This is an optimization exercise on Yosys and OpenROAD, whose aim is small area, not a production implementation.
In this exercise RTL edits were held to simulation tests only and were not proved equivalent to the original.
The flow treats the clock pin as an ideal source. Dropping or thinning the clock tree relies on that and would not hold on a real chip.
No activity file was given, so power comes from the tool's default toggle rates.

==> flow/design.v <==
module dianti_top(
	input		clk,
	input		rst,
	input		kin1,
	input		kin2,
	input		kin3,
	input		kin4,
	input		kin1_up,
	input		kin2_up,
	input		kin2_down,
	input		kin3_up,
	input		kin3_down,
	input		kin4_down,
	output	[7:0]	led,
	output	reg [3:0]	pos,
	output	[7:0]	seg
	);
	wire [9:0] kin = {kin4_down,kin3_down,kin3_up,kin2_down,kin2_up,kin1_up,kin4,kin3,kin2,kin1};
	reg [9:0] s1, s2;
	always @(posedge clk or posedge rst)
		if (rst) s1 <= 10'd0; else s1 <= kin;
	always @(posedge clk) s2 <= s1;	 
	wire p1 = s1[0]^s2[0], p2 = s1[1]^s2[1], p3 = s1[2]^s2[2], p4 = s1[3]^s2[3];
	wire p1u = s1[4]^s2[4], p2u = s1[5]^s2[5], p2d = s1[6]^s2[6], p3u = s1[7]^s2[7];
	wire p3d = s2[8], p4d = s2[9];
	localparam FL = 2'd0, OP = 2'd3, RD = 2'd1, MV = 2'd2;
	reg [1:0] f, k;
	reg d;
	reg r1, r1u, r2, r2u, r2d, r3, r3u, r3d, r4, r4d;
	wire [3:0] fo = 4'b1 << f;
	wire io = k == OP;
	wire kfl = k == FL;
	wire krd = k == RD;
	wire kmv = k == MV;
	always @(posedge clk or posedge rst)
		if (rst) {r1, r1u, r2, r2u, r2d, r3, r3u, r3d, r4, r4d} <= 10'd0;
		else begin
			r1  <= p1  | (r1  & ~(fo[0] & io));
			r1u <= p1u | (r1u & ~(fo[0] & krd));
			r2  <= p2  | (r2  & ~(fo[1] & io));
			r2u <= p2u | (r2u & ~(fo[1] & krd & d));
			r2d <= p2d | (r2d & ~(fo[1] & krd & ~d));
			r3  <= p3  | (r3  & ~(fo[2] & io));
			r3u <= p3u | (r3u & ~(fo[2] & krd & d));
			r3d <= p3d | (r3d & ~(fo[2] & krd & ~d));
			r4  <= p4  | (r4  & ~(fo[3] & io));
			r4d <= p4d | (r4d & ~(fo[3] & krd));
		end
	wire q1 = r1 | r1u, q2 = r2 | r2u | r2d, q3 = r3 | r3u | r3d, q4 = r4 | r4d;
	wire rf  = fo[0]&r1 | fo[1]&r2 | fo[2]&r3 | fo[3]&r4;
	wire rfu = fo[0]&r1u | fo[1]&r2u | fo[2]&r3u;
	wire rfd = fo[1]&r2d | fo[2]&r3d | fo[3]&r4d;
	wire ab = fo[0]&(q2|q3|q4) | fo[1]&(q3|q4) | fo[2]&q4;
	wire be = fo[1]&q1 | fo[2]&(q1|q2) | fo[3]&(q1|q2|q3);
	wire cu = rf | rfu, cd = rf | rfd;
	wire dop = fo[0] | (~fo[3] & d);
	reg [10:0] cnt;
	always @(posedge clk) cnt <= (io | kmv) ? {cnt[9:0], cnt[10] ^ cnt[1]} : 11'd174;
	wire openDone = &{cnt[10], ~cnt[9], cnt[8], ~cnt[7], ~cnt[5], ~cnt[4], cnt[3], ~cnt[1], cnt[0]};	 
	wire moveDone = &{cnt[9], cnt[7], cnt[3], cnt[2], cnt[0]};					 
	wire k1 = &{~cnt[10], ~cnt[9], ~cnt[7], cnt[6], cnt[4], cnt[2], ~cnt[1], cnt[0]};		 
	wire k952 = &{~cnt[8], cnt[7], cnt[6], cnt[5], cnt[3], ~cnt[2], ~cnt[1], cnt[0]};		 
	wire fc = cnt[10];	 
	reg g;
	always @(posedge clk) g <= ~io | k952 | (g & ~k1);
	wire doorOpen = ~g;
	reg [1:0] kn, fn_; reg dn_;
	always @(*) begin
		kn = k; dn_ = d; fn_ = f;
		case (k)
			FL: if (rf) begin kn = OP; dn_ = dop; end
				else if (d) begin
					if (rfu) begin kn = OP; dn_ = 1'b1; end else if (ab) begin kn = MV; dn_ = 1'b1; end
					else if (rfd) begin kn = OP; dn_ = 1'b0; end else if (be) begin kn = MV; dn_ = 1'b0; end
				end else begin
					if (rfd) begin kn = OP; dn_ = 1'b0; end else if (be) begin kn = MV; dn_ = 1'b0; end
					else if (rfu) begin kn = OP; dn_ = 1'b1; end else if (ab) begin kn = MV; dn_ = 1'b1; end
				end
			OP: if (openDone) kn = RD;
			RD: if (d) begin
					if (ab) kn = MV; else if (fo[2] & rfd) begin kn = OP; dn_ = 1'b0; end
					else if (be) begin kn = MV; dn_ = 1'b0; end else if (cu) kn = OP;
				end else begin
					if (be) kn = MV; else if (ab) begin kn = MV; dn_ = 1'b1; end else if (cd) kn = OP;
				end
			MV: if (moveDone) begin kn = FL; fn_ = d ? f + 2'd1 : f - 2'd1; end
		endcase
	end
	always @(posedge clk or posedge rst)
		if (rst) begin f <= 2'd0; k <= FL; end
		else begin f <= fn_; k <= kn; end
	always @(posedge clk) d <= dn_;
	reg [3:0] nib;
	always @(*)
		case ({f, k, d})
			5'd0: nib = 4'd1;
			5'd1: nib = 4'd1;
			5'd2: nib = 4'd12;
			5'd3: nib = 4'd12;
			5'd4: nib = 4'd2;
			5'd5: nib = 4'd2;
			5'd6: nib = 4'd11;
			5'd7: nib = 4'd11;
			5'd8: nib = 4'd0;
			5'd9: nib = 4'd0;
			5'd10: nib = 4'd4;
			5'd11: nib = 4'd14;
			5'd12: nib = 4'd10;
			5'd13: nib = 4'd6;
			5'd14: nib = 4'd3;
			5'd15: nib = 4'd15;
			5'd16: nib = 4'd9;
			5'd17: nib = 4'd9;
			5'd18: nib = 4'd5;
			5'd19: nib = 4'd13;
			5'd20: nib = 4'd11;
			5'd21: nib = 4'd1;
			5'd22: nib = 4'd7;
			5'd23: nib = 4'd8;
			5'd24: nib = 4'd12;
			5'd25: nib = 4'd12;
			5'd26: nib = 4'd0;
			5'd27: nib = 4'd0;
			5'd28: nib = 4'd15;
			5'd29: nib = 4'd15;
			5'd30: nib = 4'd2;
			5'd31: nib = 4'd2;
		endcase
	wire [1:0] fl = (kfl & fc) ? (d ? f - 2'd1 : f + 2'd1) : f;
	reg la, ledr;
	reg [1:0] lf;
	always @(posedge clk or posedge rst)
		if (rst) la <= 1'b0;
		else if (!la) la <= p1 | p1u | p2 | p2u | p2d | p3 | p3u | p3d | p4 | p4d;
		else if (lf == fl) la <= 1'b0;
	always @(posedge clk)
		if (!la) lf <= (p4 | p4d) ? 2'd3 : (p1 | p1u) ? 2'd0 : (p3 | p3u | p3d) ? 2'd2 : 2'd1;
	always @(posedge clk or posedge rst)
		if (rst) ledr <= 1'b0; else ledr <= la;
	assign led = {8{ledr}};
	wire sel0 = pos[3] | ~|pos[2:0];
	reg mu, md;
	always @(posedge clk) if (sel0) begin mu <= kmv & d; md <= kmv & ~d; end
	reg seen;
	always @(posedge clk or posedge rst)
		if (rst) seen <= 1'b0; else if (pos[1]) seen <= seen | io;
	wire [3:0] dn = ~seen ? 4'd1 : doorOpen ? 4'd13 : 4'd7;
	wire [3:0] rn = mu ? 4'd10 : md ? 4'd9 : 4'd8;
	reg [3:0] fn;
	always @(*)
		case (fl) 2'd0: fn = 4'd11; 2'd1: fn = 4'd12; 2'd2: fn = 4'd2; default: fn = 4'd0; endcase
	reg [3:0] dataP;
	always @(posedge clk or posedge rst)
		if (rst) begin pos <= 4'd0; dataP <= 4'd1; end
		else begin
			pos <= {pos[2:0], sel0};
			dataP <= sel0 ? dn : pos[0] ? nib : pos[1] ? rn : fn;
		end
	reg [6:0] sg;
	always @(*)
		case (dataP)
			4'd0: sg = 7'b1100110;
			4'd1: sg = 7'b0111111;
			4'd2: sg = 7'b1001111;
			4'd3: sg = 7'b0000111;
			4'd4: sg = 7'b1111111;
			4'd5: sg = 7'b0001000;
			4'd6: sg = 7'b1101111;
			4'd7: sg = 7'b0111001;
			4'd8: sg = 7'b1000000;
			4'd9: sg = 7'b1011110;
			4'd10: sg = 7'b0111110;
			4'd11: sg = 7'b0000110;
			4'd12: sg = 7'b1011011;
			4'd13: sg = 7'b1110011;
			4'd14: sg = 7'b1111101;
			4'd15: sg = 7'b1101101;
		endcase
	assign seg = {1'b0, sg};
endmodule
Settings: LEC_CHECK=0, CAP_MARGIN=20, CORE_MARGIN=2, CORE_UTILIZATION=40, SLEW_MARGIN=20, BUFFER_PORTS_ARGS=-buffer_cell sky130_fd_sc_hd__buf_1; clock period 6.0 ns.
standard.sh (not shown) runs the stock make flow with config.mk's settings and CLKGATE_MAP_FILE= SYNTH_SCRIPT=/design/flow/synth_recipe.tcl, a recipe that flattens the netlist after the stock synthesis.
==> flow/flow/run.sh <==
#!/bin/bash
# Layout flow: the standard synthesis, then the combinational logic re-mapped
# for area by ABC (registers untouched), small port buffers, and a single-buffer
# clock tree. Every tool's output goes to a log_*.txt file in this folder.
set -euo pipefail
W=$PWD
R=$W/orfs/results/$FLOW_PLATFORM/dianti_top/base
LIB=$FLOW_HOME/platforms/sky130hd/lib/sky130_fd_sc_hd__tt_025C_1v80.lib
DONT_USE="-dont_use sky130_fd_sc_hd__lpflow_bleeder_1 -dont_use sky130_fd_sc_hd__lpflow_clkbufkapwr_1 -dont_use sky130_fd_sc_hd__lpflow_clkbufkapwr_16 -dont_use sky130_fd_sc_hd__lpflow_clkbufkapwr_2 -dont_use sky130_fd_sc_hd__lpflow_clkbufkapwr_4 -dont_use sky130_fd_sc_hd__lpflow_clkbufkapwr_8 -dont_use sky130_fd_sc_hd__lpflow_clkinvkapwr_1 -dont_use sky130_fd_sc_hd__lpflow_clkinvkapwr_16 -dont_use sky130_fd_sc_hd__lpflow_clkinvkapwr_2 -dont_use sky130_fd_sc_hd__lpflow_clkinvkapwr_4 -dont_use sky130_fd_sc_hd__lpflow_clkinvkapwr_8 -dont_use sky130_fd_sc_hd__lpflow_decapkapwr_12 -dont_use sky130_fd_sc_hd__lpflow_decapkapwr_3 -dont_use sky130_fd_sc_hd__lpflow_decapkapwr_4 -dont_use sky130_fd_sc_hd__lpflow_decapkapwr_6 -dont_use sky130_fd_sc_hd__lpflow_decapkapwr_8 -dont_use sky130_fd_sc_hd__lpflow_inputiso0n_1 -dont_use sky130_fd_sc_hd__lpflow_inputiso0p_1 -dont_use sky130_fd_sc_hd__lpflow_inputiso1n_1 -dont_use sky130_fd_sc_hd__lpflow_inputiso1p_1 -dont_use sky130_fd_sc_hd__lpflow_inputisolatch_1 -dont_use sky130_fd_sc_hd__lpflow_isobufsrc_1 -dont_use sky130_fd_sc_hd__lpflow_isobufsrc_16 -dont_use sky130_fd_sc_hd__lpflow_isobufsrc_2 -dont_use sky130_fd_sc_hd__lpflow_isobufsrc_4 -dont_use sky130_fd_sc_hd__lpflow_isobufsrc_8 -dont_use sky130_fd_sc_hd__lpflow_isobufsrckapwr_16 -dont_use sky130_fd_sc_hd__lpflow_lsbuf_lh_hl_isowell_tap_1 -dont_use sky130_fd_sc_hd__lpflow_lsbuf_lh_hl_isowell_tap_2 -dont_use sky130_fd_sc_hd__lpflow_lsbuf_lh_hl_isowell_tap_4 -dont_use sky130_fd_sc_hd__lpflow_lsbuf_lh_isowell_4 -dont_use sky130_fd_sc_hd__lpflow_lsbuf_lh_isowell_tap_1 -dont_use sky130_fd_sc_hd__lpflow_lsbuf_lh_isowell_tap_2 -dont_use sky130_fd_sc_hd__lpflow_lsbuf_lh_isowell_tap_4 -dont_use sky130_fd_sc_hd__probe_p_8 -dont_use sky130_fd_sc_hd__probec_p_8 "

cat >> config.mk <<'EOC'
export BUFFER_PORTS_ARGS = -buffer_cell sky130_fd_sc_hd__buf_1
EOC
[ -f flow/extra.mk ] && cat flow/extra.mk >> config.mk

bash standard.sh synth > log_synth.txt 2>&1
cp $R/1_2_yosys.v std_netlist.v
# a second starting point for the re-mapping: the same synthesis without half/full-adder
# extraction (it uses half adders as plain AND gates here)
bash standard.sh clean_synth > log_clean_synth.txt 2>&1
if bash standard.sh synth ADDER_MAP_FILE= > log_synth_nofa.txt 2>&1; then
  cp $R/1_2_yosys.v nofa_netlist.v
fi

# re-map the combinational logic with several ABC scripts from each starting point, keep
# the smallest result that is equivalent to the standard netlist (flip-flops paired by name)
best=""; best_area=""
for src in std nofa; do
  [ -f ${src}_netlist.v ] || continue
  python3 flow/gen_cellmap.py $LIB ${src}_netlist.v cellmap_$src.v > log_cellmap_$src.txt 2>&1
  for s in flow/abc_*.script; do
    n=${src}_$(basename $s .script)
    cat > reopt_$n.ys <<EOY
read_liberty -lib $LIB
read_verilog ${src}_netlist.v
hierarchy -top $FLOW_TOP
techmap -map cellmap_$src.v
techmap
opt -fast
abc -script $W/$s -liberty $LIB $DONT_USE -D 6000
opt_clean -purge
hilomap -singleton -hicell sky130_fd_sc_hd__conb_1 HI -locell sky130_fd_sc_hd__conb_1 LO
splitnets
opt_clean -purge
insbuf -buf sky130_fd_sc_hd__buf_4 A X
tee -o stat_$n.txt stat -liberty $LIB
write_verilog -noattr -nohex -nodec net_$n.v
EOY
    if ! timeout 600 yosys -s reopt_$n.ys > log_reopt_$n.txt 2>&1; then continue; fi
    if ! timeout 600 bash flow/eqcheck.sh $LIB $FLOW_TOP std_netlist.v net_$n.v log_equiv_$n.txt; then continue; fi
    a=$(grep "Chip area" stat_$n.txt | awk '{print $NF}')
    if [ -z "$best" ] || python3 -c "import sys; sys.exit(0 if $a < $best_area else 1)"; then best=$n; best_area=$a; fi
  done
done
echo "best netlist: $best $best_area" > log_choice.txt
if [ -z "$best" ]; then
  best=std_unchanged
  cp std_netlist.v net_$best.v
fi
cp net_$best.v $R/1_2_yosys.v
rm -f $R/1_synth.odb
bash standard.sh synth > log_synth_odb.txt 2>&1

bash standard.sh place > log_place.txt 2>&1
# clock tree: four clkbuf_8 fed by the clock port, each driving a quarter of the registers
bash standard.sh run RUN_SCRIPT=$W/flow/cts.tcl RUN_LOG_NAME_STEM=4_1_cts_my > log_cts.txt 2>&1
bash standard.sh finish > log_layout.txt 2>&1
Other scripts of this flow, unchanged in this note and not shown: flow/flow/abc_ds2.script, flow/flow/abc_ds3.script, flow/flow/abc_mix1.script, flow/flow/abc_s3.script, flow/flow/abc_s4.script, flow/flow/abc_s9.script, flow/flow/cts.tcl, flow/flow/cutff.py, flow/flow/eqcheck.sh, flow/flow/gen_cellmap.py
Rerun with:
--- a/flow/flow/run.sh
+++ b/flow/flow/run.sh
@@ -18,6 +17,0 @@
-# a second starting point for the re-mapping: the same synthesis without half/full-adder
-# extraction (it uses half adders as plain AND gates here)
-bash standard.sh clean_synth > log_clean_synth.txt 2>&1
-if bash standard.sh synth ADDER_MAP_FILE= > log_synth_nofa.txt 2>&1; then
-  cp $R/1_2_yosys.v nofa_netlist.v
-fi
@@ -25,2 +19,3 @@
-# re-map the combinational logic with several ABC scripts from each starting point, keep
-# the smallest result that is equivalent to the standard netlist (flip-flops paired by name)
+# re-map the combinational logic with several ABC scripts, keep the smallest that is
+# equivalent to the standard netlist
+python3 flow/gen_cellmap.py $LIB std_netlist.v cellmap.v > log_cellmap.txt 2>&1
@@ -28,6 +23,3 @@
-for src in std nofa; do
-  [ -f ${src}_netlist.v ] || continue
-  python3 flow/gen_cellmap.py $LIB ${src}_netlist.v cellmap_$src.v > log_cellmap_$src.txt 2>&1
-  for s in flow/abc_*.script; do
-    n=${src}_$(basename $s .script)
-    cat > reopt_$n.ys <<EOY
+for s in flow/abc_*.script; do
+  n=$(basename $s .script)
+  cat > reopt_$n.ys <<EOY
@@ -35 +27 @@
-read_verilog ${src}_netlist.v
+read_verilog std_netlist.v
@@ -37 +29 @@
-techmap -map cellmap_$src.v
+techmap -map cellmap.v
@@ -49,5 +41,5 @@
-    if ! timeout 600 yosys -s reopt_$n.ys > log_reopt_$n.txt 2>&1; then continue; fi
-    if ! timeout 600 bash flow/eqcheck.sh $LIB $FLOW_TOP std_netlist.v net_$n.v log_equiv_$n.txt; then continue; fi
-    a=$(grep "Chip area" stat_$n.txt | awk '{print $NF}')
-    if [ -z "$best" ] || python3 -c "import sys; sys.exit(0 if $a < $best_area else 1)"; then best=$n; best_area=$a; fi
-  done
+  if ! timeout 600 yosys -s reopt_$n.ys > log_reopt_$n.txt 2>&1; then continue; fi
+  # keep it only if it is equivalent to the standard netlist (flip-flops paired by name)
+  if ! timeout 600 bash flow/eqcheck.sh $LIB $FLOW_TOP std_netlist.v net_$n.v log_equiv_$n.txt; then continue; fi
+  a=$(grep "Chip area" stat_$n.txt | awk '{print $NF}')
+  if [ -z "$best" ] || python3 -c "import sys; sys.exit(0 if $a < $best_area else 1)"; then best=$n; best_area=$a; fi
@@ -56,3 +48,4 @@
-if [ -z "$best" ]; then
-  best=std_unchanged
-  cp std_netlist.v net_$best.v
+if [ -n "$best" ]; then
+  cp net_$best.v $R/1_2_yosys.v
+  rm -f $R/1_synth.odb
+  bash standard.sh synth > log_synth_odb.txt 2>&1
@@ -60,3 +52,0 @@
-cp net_$best.v $R/1_2_yosys.v
-rm -f $R/1_synth.odb
-bash standard.sh synth > log_synth_odb.txt 2>&1
Effect:
- final cell count shrinks by 0.84%
- core utilization hardly moves
- worst setup slack improved by 0.25 ns
- power grows by 51%
- combinational power grows to 8.6 times its value
- design area barely changes
In every run of this note, the design's own scripts or RTL, not TritonCTS, make the clock network.

-- what the ideal ports hide --
Ports are ideal in the flow. The routed layouts listed here were re-timed in OpenROAD.
Step 1 assumes that a clkbuf_16 drives the clock port and a buf_2 every other input.
Step 2, shift: input delay + t, output delay - t, t = (earliest + latest rising clock arrival at the registers) / 2. This alone moves slack from input paths to output paths.
Slacks: ideal ports / drivers / drivers and shift; pairs: ideal ports / drivers.
run | shift t [ns] | setup WS [ns] | latest minus earliest clock arrival (ns)
the first run | 0.203 | 3.022 / 2.966 / 3.169 | 0.013 / 0.012
the second run | 0.201 | 3.268 / 3.214 / 3.415 | 0.009 / 0.009
After both steps setup and hold are still met in every run listed.
